Context: an optimization exercise on an open-source flow, tuned for small area, a short achievable clock period and few clock cycles per item. The choices shown serve that exercise and are no tape-out recipe.
The RTL was checked by simulation tests, not by an equivalence proof against the original design.
No activity file was given, so power comes from the tool's default toggle rates.

// cache_controller
module cache_controller (
    input clock,
    input reset,
    input read,
    input write,
    input [7:0] address,
    input [7:0] writedata,
    input mem_BUSY,
    input [31:0] mem_readdata,
    output reg [7:0] readdata,
    output reg mem_read, mem_write,
    output reg BUSY,
    output reg [5:0] mem_address,
    output reg [31:0] mem_writedata
);
    reg        cache_VALID [7:0];
    reg        cache_DIRTY [7:0];
    reg [2:0]  cache_TAG   [7:0];
    reg [31:0] cache_DATA  [7:0];
    integer i;
    wire [2:0] idx = address[4:2];
    wire       req = read | write;
    wire [3:0] byte_oh = 4'd1 << address[1:0];
    wire [8*5-1:0] ctl_lines;
    wire [8*8-1:0] data_lines [0:3];
    genvar g, h;
    generate
        for (g = 0; g < 8; g = g + 1) begin : g_line
            assign ctl_lines[5*g +: 5] = {cache_VALID[g], cache_DIRTY[g], cache_TAG[g]};
            for (h = 0; h < 4; h = h + 1) begin : g_lane
                assign data_lines[h][8*g +: 8] = cache_DATA[g][8*h +: 8];
            end
        end
    endgenerate
    wire        VALID, DIRTY;
    wire [2:0]  TAG;
    wire [31:0] DATA;
    cache_lsel #(.W(5)) u_ctl (.idx(idx), .in(ctl_lines), .out({VALID, DIRTY, TAG}));
    generate
        for (h = 0; h < 4; h = h + 1) begin : g_lsel
  ...
Size: ~820 cells after synthesis, roughly 13000 µm² of cells after synthesis.
clock: 6.0 ns
lec_check: 0
cap_margin: 20
core_margin: 2
core_utilization: 60
cts_buf_list: sky130_fd_sc_hd__clkbuf_8
cts_cluster_diameter: 50
cts_cluster_size: 15
gpl_routability_driven: 0
place_density: 0.75
setup_slack_margin: 3.65
slew_margin: 20
synth_hierarchical: 1
synth_minimum_keep_size: 0
standard.sh (not shown) runs the stock make flow with config.mk's settings and CLKGATE_MAP_FILE= SYNTH_SCRIPT=/design/flow/synth_recipe.tcl, a recipe that flattens the netlist after the stock synthesis.
==> flow/flow/run.sh <==
#!/bin/bash
# Standard layout, with the ports buffered by the smallest plain buffer instead of
# the delay cell buffer_ports picks by default.
cp standard.sh standard_sh_copy.log
export BUFFER_PORTS_ARGS="-buffer_cell sky130_fd_sc_hd__buf_1"
bash standard.sh > standard.log 2>&1
Testbench counts at the start, summed over its fixed seeds: cycles 16,144, requests 4,800.
Then changed:
==> flow/flow/run.sh (replaced) <==
#!/bin/bash
# Standard layout, with the ports buffered by a small plain buffer instead of
# the delay cell buffer_ports picks by default.
cp standard.sh standard_sh_copy.log
export BUFFER_PORTS_ARGS="-buffer_cell sky130_fd_sc_hd__buf_2"
bash standard.sh > standard.log 2>&1
Settings changed: GPL_ROUTABILITY_DRIVEN 0 to default, SETUP_SLACK_MARGIN 3.65 to 3.7.
Synthesized cell count is unchanged. Worst setup slack is better by 0.033 ns. Cell area stays flat. Combinational power went up by a few percent. Non-clock buffer count went down by 13. Power went down slightly. Fmax went up slightly. Clock skew went up by 0.0036 ns. Utilization went down by 0.11 points. Routed wire length went down by a few percent.


JK:
cache_controller, a different RTL version from the one above (not shown whole).
Size in the first run: ~350 flip-flops, ~100 I/O pins, about 0.014 sq mm of cells after synthesis.
Settings: LEC_CHECK=0, CAP_MARGIN=20, CORE_MARGIN=2, CORE_UTILIZATION=40, PLACE_DENSITY=0.6, SETUP_SLACK_MARGIN=4.0, SLEW_MARGIN=20; clock period 6.0 ns.
run.sh (not shown) runs the stock make flow with config.mk's settings and CLKGATE_MAP_FILE= SYNTH_SCRIPT=/design/flow/synth_recipe.tcl, a recipe that flattens the netlist after the stock synthesis.
Stock flow here: none of the scripts above is used.
Testbench counts of JK, summed over its fixed seeds: cycles 16,144, requests 4,800.
#### Input delta (MS over JK)
- swapping 40 for 55 in CORE_UTILIZATION
- putting CTS_BUF_LIST at sky130_fd_sc_hd__clkbuf_4 sky130_fd_sc_hd__clkbuf_8 where nothing was set
- swapping 0.6 for 0.7 in PLACE_DENSITY
### Flow results
- On total net switching power: MS sits below JK.
- NOTE final wirelength JK->MS decreased by a few percent
- Against JK as the reference, MS delivers a lower non-clock buffer area fraction after layout.
- MS packs its core tighter than JK.
- ~same post-detailed-route DRC marker count in JK and MS
- JK → MS: fraction of area in multi-input gates has increased; sequential group share of total power went up 3.8 points.
- Clock share of power: MS < JK
- Between JK and MS, the difference in worst slack on hold paths is negligible.
- Going from JK to MS, combinational power shrank by more than 10%.
- JK leaves more setup margin than MS.


## lane 1
cache_controller with an RTL version that a note above also has.
Size in the first run: about 820 cells after synthesis, about 350 flip-flops, ~100 I/O pins, about 13000 sq um of cells after synthesis.
==> flow/config.mk <==
export PLATFORM = sky130hd
export DESIGN_NAME = cache_controller
export DESIGN_NICKNAME = cache_controller
export VERILOG_FILES = /design/flow/design.v
export SDC_FILE = /design/flow/constraint.sdc
export NUM_CORES = 4
export LEC_CHECK = 0
export CAP_MARGIN = 20
export CORE_MARGIN = 2
export CORE_UTILIZATION = 60
export CTS_BUF_LIST = sky130_fd_sc_hd__clkbuf_8
export CTS_CLUSTER_DIAMETER = 50
export CTS_CLUSTER_SIZE = 20
export PLACE_DENSITY = 0.75
export SETUP_SLACK_MARGIN = 3.65
export SLEW_MARGIN = 20
export SYNTH_HIERARCHICAL = 1
export SYNTH_MINIMUM_KEEP_SIZE = 0
==> flow/constraint.sdc <==
create_clock -name core_clock -period 6.0 [get_ports {clock}]
set_input_delay 1.2000 -clock core_clock [delete_from_list [all_inputs] [get_ports {clock}]]
set_output_delay 1.2000 -clock core_clock [all_outputs]
set_load 0.01 [all_outputs]
standard.sh (not shown) runs the stock make flow with config.mk's settings and CLKGATE_MAP_FILE= SYNTH_SCRIPT=/design/flow/synth_recipe.tcl, a recipe that flattens the netlist after the stock synthesis.
==> flow/flow/run.sh <==
#!/bin/bash
# Standard layout, with the ports buffered by a small plain buffer instead of
# the delay cell buffer_ports picks by default.
cp standard.sh standard_sh_copy.log
export BUFFER_PORTS_ARGS="-buffer_cell sky130_fd_sc_hd__buf_2"
bash standard.sh > standard.log 2>&1
Testbench counts of lane 1, summed over its fixed seeds: cycles 16,144, requests 4,800.
### lane 1 -> lane 2
# lane 1
export LEC_CHECK = 0
export CAP_MARGIN = 20
export CORE_MARGIN = 2
export CORE_UTILIZATION = 60
export CTS_BUF_LIST = sky130_fd_sc_hd__clkbuf_8
export CTS_CLUSTER_DIAMETER = 50
export CTS_CLUSTER_SIZE = 20
export PLACE_DENSITY = 0.75
export SETUP_SLACK_MARGIN = 3.65
export SLEW_MARGIN = 20
export SYNTH_HIERARCHICAL = 1
export SYNTH_MINIMUM_KEEP_SIZE = 0
create_clock -name core_clock -period 6.0 [get_ports {clock}]
# lane 2
export LEC_CHECK = 0
export CAP_MARGIN = 20
export CORE_MARGIN = 2
export CORE_UTILIZATION = 60
export CTS_BUF_LIST = sky130_fd_sc_hd__clkbuf_16
export CTS_CLUSTER_DIAMETER = 60
export CTS_CLUSTER_SIZE = 25
export PLACE_DENSITY = 0.75
export SETUP_SLACK_MARGIN = 3.65
export SLEW_MARGIN = 20
export SYNTH_HIERARCHICAL = 1
export SYNTH_MINIMUM_KEEP_SIZE = 0
create_clock -name core_clock -period 6.0 [get_ports {clock}]
==> flow/flow/run.sh <==
#!/bin/bash
# Standard layout, with the ports buffered by the smallest plain buffer instead of
# the delay cell buffer_ports picks by default.
cp standard.sh standard_sh_copy.log
export BUFFER_PORTS_ARGS="-buffer_cell sky130_fd_sc_hd__buf_1"
bash standard.sh > standard.log 2>&1
--- outcome ---
- Summary: with lane 1 as the reference, top achievable clock speed in lane 2 moved down by a few percent.
- Lane 2 vs lane 1 — worst-case setup margin in the final layout dropped 82 ps.
- Relative to lane 1, wire length has gone up in lane 2.
- Summary: with lane 1 as the reference, post-route cell area in lane 2 moved up by a few percent.
- Comparing lane 1 with lane 2, the clock network area share came out essentially unchanged.
- Side by side, required time of the critical path turned out higher in lane 2 than in lane 1.
- Lane 2 vs lane 1 — clock power climbed by a few percent
- The final reports for lane 2 and lane 1 show area added between synthesis and finish higher in the former.


Setup of trial 12:
cache_controller with an RTL version that a note above also has.
For scale: roughly 710 cells after synthesis, roughly 350 flip-flops, about 100 I/O pins, ~0.014 mm² of cells after synthesis.
Settings: LEC_CHECK=0, CAP_MARGIN=20, CORE_MARGIN=2, CORE_UTILIZATION=60, CTS_BUF_LIST=sky130_fd_sc_hd__clkbuf_8, CTS_CLUSTER_DIAMETER=50, CTS_CLUSTER_SIZE=15, PLACE_DENSITY=0.75, SETUP_SLACK_MARGIN=3.5, SLEW_MARGIN=20; clock period 6.0 ns.
run.sh (not shown) runs the stock make flow with config.mk's settings and CLKGATE_MAP_FILE= SYNTH_SCRIPT=/design/flow/synth_recipe.tcl, a recipe that flattens the netlist after the stock synthesis.
Stock flow here: none of the scripts above is used.
Testbench counts of trial 12, summed over its fixed seeds: cycles 16,144, requests 4,800.
Edits applied to the flow inputs when going from trial 12 to trial 65:
==> flow/flow/run.sh (new file) <==
#!/bin/bash
# Standard layout, with the ports buffered by a small plain buffer instead of
# the delay cell buffer_ports picks by default.
cp standard.sh standard_sh_copy.log
export BUFFER_PORTS_ARGS="-buffer_cell sky130_fd_sc_hd__buf_2"
bash standard.sh > standard.log 2>&1
==> flow/standard.sh (new file) <==
#!/bin/bash
# synth_recipe.tcl (not shown) runs the flow's synth.tcl, then flattens the netlist and writes it again
# the make line also repeats each setting of config.mk as NAME=value (left out here)
make -C /OpenROAD-flow-scripts/flow DESIGN_CONFIG=/design/flow/config.mk WORK_HOME=/design/flow/orfs CLKGATE_MAP_FILE= SYNTH_SCRIPT=/design/flow/synth_recipe.tcl "${@:-finish}"
removed: flow/run.sh
Notes after the runs:
Part of the power in the clock network, trial 12 and trial 65: larger value in trial 12. Comparing trial 12 and trial 65, the lower largest net degree at the start of global routing is on trial 65. Trial 12 vs trial 65, end of the critical path: readdata[2]$_DFF_P_ vs cache_DATA[3][26]$_DFFE_PP_. Lower area taken by multi-input logic gates among trial 12 and trial 65: trial 65. In trial 65, count of fill cells added during filler insertion is higher than in trial 12. The lower fmax came out of trial 12. Trial 65 vs trial 12 on final design utilization: trial 65 is the lower one. Number of ordinary and repair buffers in the finished layout (trial 65 vs. trial 12) decreases by more than 10%. Across trial 12 and trial 65, none had a timing, DRC or antenna violation.


Another version of the RTL of cache_controller (not shown whole).
For scale: ~720 cells after synthesis, roughly 350 flip-flops, about 100 I/O pins, about 0.014 mm² of cells after synthesis.
==> flow/config.mk <==
export PLATFORM = sky130hd
export DESIGN_NAME = cache_controller
export DESIGN_NICKNAME = cache_controller
export VERILOG_FILES = /design/flow/design.v
export SDC_FILE = /design/flow/constraint.sdc
export NUM_CORES = 4
export LEC_CHECK = 0
export CAP_MARGIN = 20
export CORE_MARGIN = 2
export CORE_UTILIZATION = 60
export CTS_BUF_LIST = sky130_fd_sc_hd__clkbuf_8
export CTS_CLUSTER_DIAMETER = 50
export CTS_CLUSTER_SIZE = 15
export PLACE_DENSITY = 0.75
export SETUP_SLACK_MARGIN = 3.8
export SLEW_MARGIN = 20
==> flow/constraint.sdc <==
create_clock -name core_clock -period 6.0 [get_ports {clock}]
set_input_delay 1.2000 -clock core_clock [delete_from_list [all_inputs] [get_ports {clock}]]
set_output_delay 1.2000 -clock core_clock [all_outputs]
set_load 0.01 [all_outputs]
standard.sh (not shown) runs the stock make flow with config.mk's settings and CLKGATE_MAP_FILE= SYNTH_SCRIPT=/design/flow/synth_recipe.tcl, a recipe that flattens the netlist after the stock synthesis.
==> flow/flow/run.sh <==
#!/bin/bash
# Standard layout, with the ports buffered by a small plain buffer instead of
# the delay cell buffer_ports picks by default.
cp standard.sh standard_sh_copy.log
export BUFFER_PORTS_ARGS="-buffer_cell sky130_fd_sc_hd__buf_2"
bash standard.sh > standard.log 2>&1
Testbench counts at the start, summed over its fixed seeds: cycles 16,144, requests 4,800.
Rerun with:
- CORE_UTILIZATION: 60 -> 70
- PLACE_DENSITY: 0.75 -> 0.85
- SETUP_SLACK_MARGIN: 3.8 -> 3.65
The changed run passed the timing, DRC and antenna checks.
Non-clock buffer count went down by 13.
Hold slack loses 4.0 ps.
Worst setup slack loses 57 ps.
Design area went down by 4.8%.
Critical path depth went up by 6.
Clock skew hardly moves.
First-iteration DRC count went up by about 20%.
Rerun with:
==> flow/flow/run.sh (replaced) <==
#!/bin/bash
# Standard layout, with the ports buffered by the smallest plain buffer instead of
# the delay cell buffer_ports picks by default.
cp standard.sh standard_sh_copy.log
export BUFFER_PORTS_ARGS="-buffer_cell sky130_fd_sc_hd__buf_1"
bash standard.sh > standard.log 2>&1
- CORE_UTILIZATION: 70 -> 60
- CTS_BUF_LIST: sky130_fd_sc_hd__clkbuf_8 -> sky130_fd_sc_hd__clkbuf_16
- CTS_CLUSTER_DIAMETER: 50 -> 60
- CTS_CLUSTER_SIZE: 15 -> 25
- PLACE_DENSITY: 0.85 -> 0.75
First-iteration DRC count is lower by 14%.
Final area stays flat.
Sequential cell count does not change.
Rerun with:
==> flow/flow/run.sh (replaced) <==
#!/bin/bash
# Standard layout, with the ports buffered by a small plain buffer instead of
# the delay cell buffer_ports picks by default.
cp standard.sh standard_sh_copy.log
export BUFFER_PORTS_ARGS="-buffer_cell sky130_fd_sc_hd__buf_2"
bash standard.sh > standard.log 2>&1
- CTS_BUF_LIST: sky130_fd_sc_hd__clkbuf_16 -> sky130_fd_sc_hd__clkbuf_8
- CTS_CLUSTER_DIAMETER: 60 -> 50
- CTS_CLUSTER_SIZE: 25 -> 15
- SETUP_SLACK_MARGIN: 3.65 -> 3.72
Wire length goes up by 0.82%. Synthesized cell count does not change. Cell count goes up by 2.6%. Clock-buffer cell count goes up by 14. Flip-flop and latch count stays the same. Cell area goes up by 2.5%. Sequential share of layout area goes down by 1.3 points.


## build 88
cache_controller again, from the RTL that the note above started with.
Settings: LEC_CHECK=0, CAP_MARGIN=20, CORE_MARGIN=2, CORE_UTILIZATION=60, CTS_BUF_LIST=sky130_fd_sc_hd__clkbuf_8, CTS_CLUSTER_DIAMETER=50, CTS_CLUSTER_SIZE=15, PLACE_DENSITY=0.75, SETUP_SLACK_MARGIN=3.65, SLEW_MARGIN=20; clock period 6.0 ns.
==> flow/flow/run.sh <==
#!/bin/bash
# Standard layout, with the ports buffered by the smallest plain buffer instead of
# the delay cell buffer_ports picks by default.
cp standard.sh standard_sh_copy.log
export BUFFER_PORTS_ARGS="-buffer_cell sky130_fd_sc_hd__buf_1"
bash standard.sh > standard.log 2>&1
Testbench counts of build 88, summed over its fixed seeds: cycles 16,144, requests 4,800.
Setup changes, build 88 to build 22
==> flow/flow/run.sh <==
#!/bin/bash
# Standard layout, with the ports buffered by a small plain buffer instead of
# the delay cell buffer_ports picks by default.
cp standard.sh standard_sh_copy.log
export BUFFER_PORTS_ARGS="-buffer_cell sky130_fd_sc_hd__buf_2"
bash standard.sh > standard.log 2>&1
==> comparison <==
- Build 22 vs. build 88: design area neither gained nor lost much, worst setup slack after layout was more or less identical, total design power down 0.13 mW, sequential group share of total power shows an increase of 1.6 points.
Modified inputs, build 30 compared to build 22
- SLEW_MARGIN now 60, was 20
- CAP_MARGIN now 40, was 20
==> flow/flow/run.sh <==
#!/bin/bash
# Standard layout, with the ports buffered by the smallest plain buffer instead of
# the delay cell buffer_ports picks by default.
cp standard.sh standard_sh_copy.log
export BUFFER_PORTS_ARGS="-buffer_cell sky130_fd_sc_hd__buf_1"
bash standard.sh > standard.log 2>&1
### Flow results
The combined global-route utilization of all metal layers on build 22 is in line with that on build 30. For build 22, the timing startpoint of the critical path was address[2], unlike build 30, where it was mem_writedata[22]$_DFF_P_. Core utilization: build 30 higher than build 22. Slowest library cell on the worst path = sky130_fd_sc_hd__mux4_2: build 22; slowest library cell on the worst path = sky130_fd_sc_hd__dfxtp_1: build 30. In build 30, the worst setup slack came out 0.013 ns above the value in build 22. Compared with build 22, build 30 supports a higher clock frequency.
Setup changes, build 30 to build 9
- a change of CAP_MARGIN from 40 to 20
- a change of SLEW_MARGIN from 60 to 20
- a change of SETUP_SLACK_MARGIN from 3.65 to 3.75
### Flow results
Build 9 against build 30: number of remaining DRC errors ~0 delta; worst setup slack picked up an extra 0.024 ns; fraction of layout cells with a size suffix above 1 grew by 3.9 points; global routing usage on met3 moved up.
For build 9, the critical path class was in -> reg, unlike build 30, where it was reg -> out.
[compare] base=build 30 new=build 9: hold slack lost 0.0076 ns, wire length grew by 1.9%, total power level, sequential share of layout area fell by 0.36 points.
The highest-delay cell along the critical path comes out sky130_fd_sc_hd__mux4_2 in one run and sky130_fd_sc_hd__dfxtp_1 in the other, namely in build 9 and build 30 respectively.

## re-timing with driven ports
Ports are ideal in the flow. The routed layouts listed here were re-timed in OpenROAD.
Step 1 sets driving cells, clkbuf_16 on the clock port and buf_2 on the other inputs (assumed; they add their load-dependent delay and slew).
Step 2 times the ports against the registers' clock, not the clock port: input delays grow and output delays shrink by t, the midpoint of the rising clock arrivals with the driver on.
a / b / c = no drivers / after step 1 / after step 2; a / b = the first two.
| run | shift t [ns] | slack for setup (ns) | worst slew at a driven data input, ns |
|---|---|---|---|
| the first run of note 1 | 0.644 | 3.657 / 3.618 / 3.018 | 0.06 |
| the second run of note 1 | 0.639 | 3.690 / 3.623 / 2.984 | 0.24 |
| JK | 0.564 | 3.441 / 3.200 / 2.636 | 0.32 |
| MS | 0.622 | 3.374 / 3.278 / 2.656 | 0.14 |
| lane 1 | 0.630 | 3.660 / 3.581 / 2.951 | 0.18 |
| lane 2 | 0.583 | 3.578 / 3.475 / 2.892 | 0.15 |
| trial 12 | 0.591 | 3.449 / 3.123 / 2.531 | 0.41 |
| trial 65 | 0.625 | 3.507 / 3.252 / 2.627 | 0.33 |
| the first run of note 5 | 0.631 | 3.704 / 3.384 / 2.753 | 0.47 |
| the second run of note 5 | 0.625 | 3.647 / 3.450 / 2.825 | 0.27 |
| the third run of note 5 | 0.570 | 3.655 / 3.451 / 2.882 | 0.24 |
| the fourth run of note 5 | 0.633 | 3.692 / 3.434 / 2.802 | 0.35 |
| build 88 | 0.629 | 3.670 / 3.513 / 2.884 | 0.23 |
| build 22 | 0.630 | 3.671 / 3.472 / 2.842 | 0.26 |
| build 30 | 0.634 | 3.684 / 3.482 / 2.848 | 0.25 |
| build 9 | 0.629 | 3.709 / 3.473 / 2.844 | 0.27 |
After both steps every run listed still meets setup and hold. The setup slack of the first run of note 5, which loses most, moves by -0.320 ns with the drivers and by -0.951 ns with both steps.
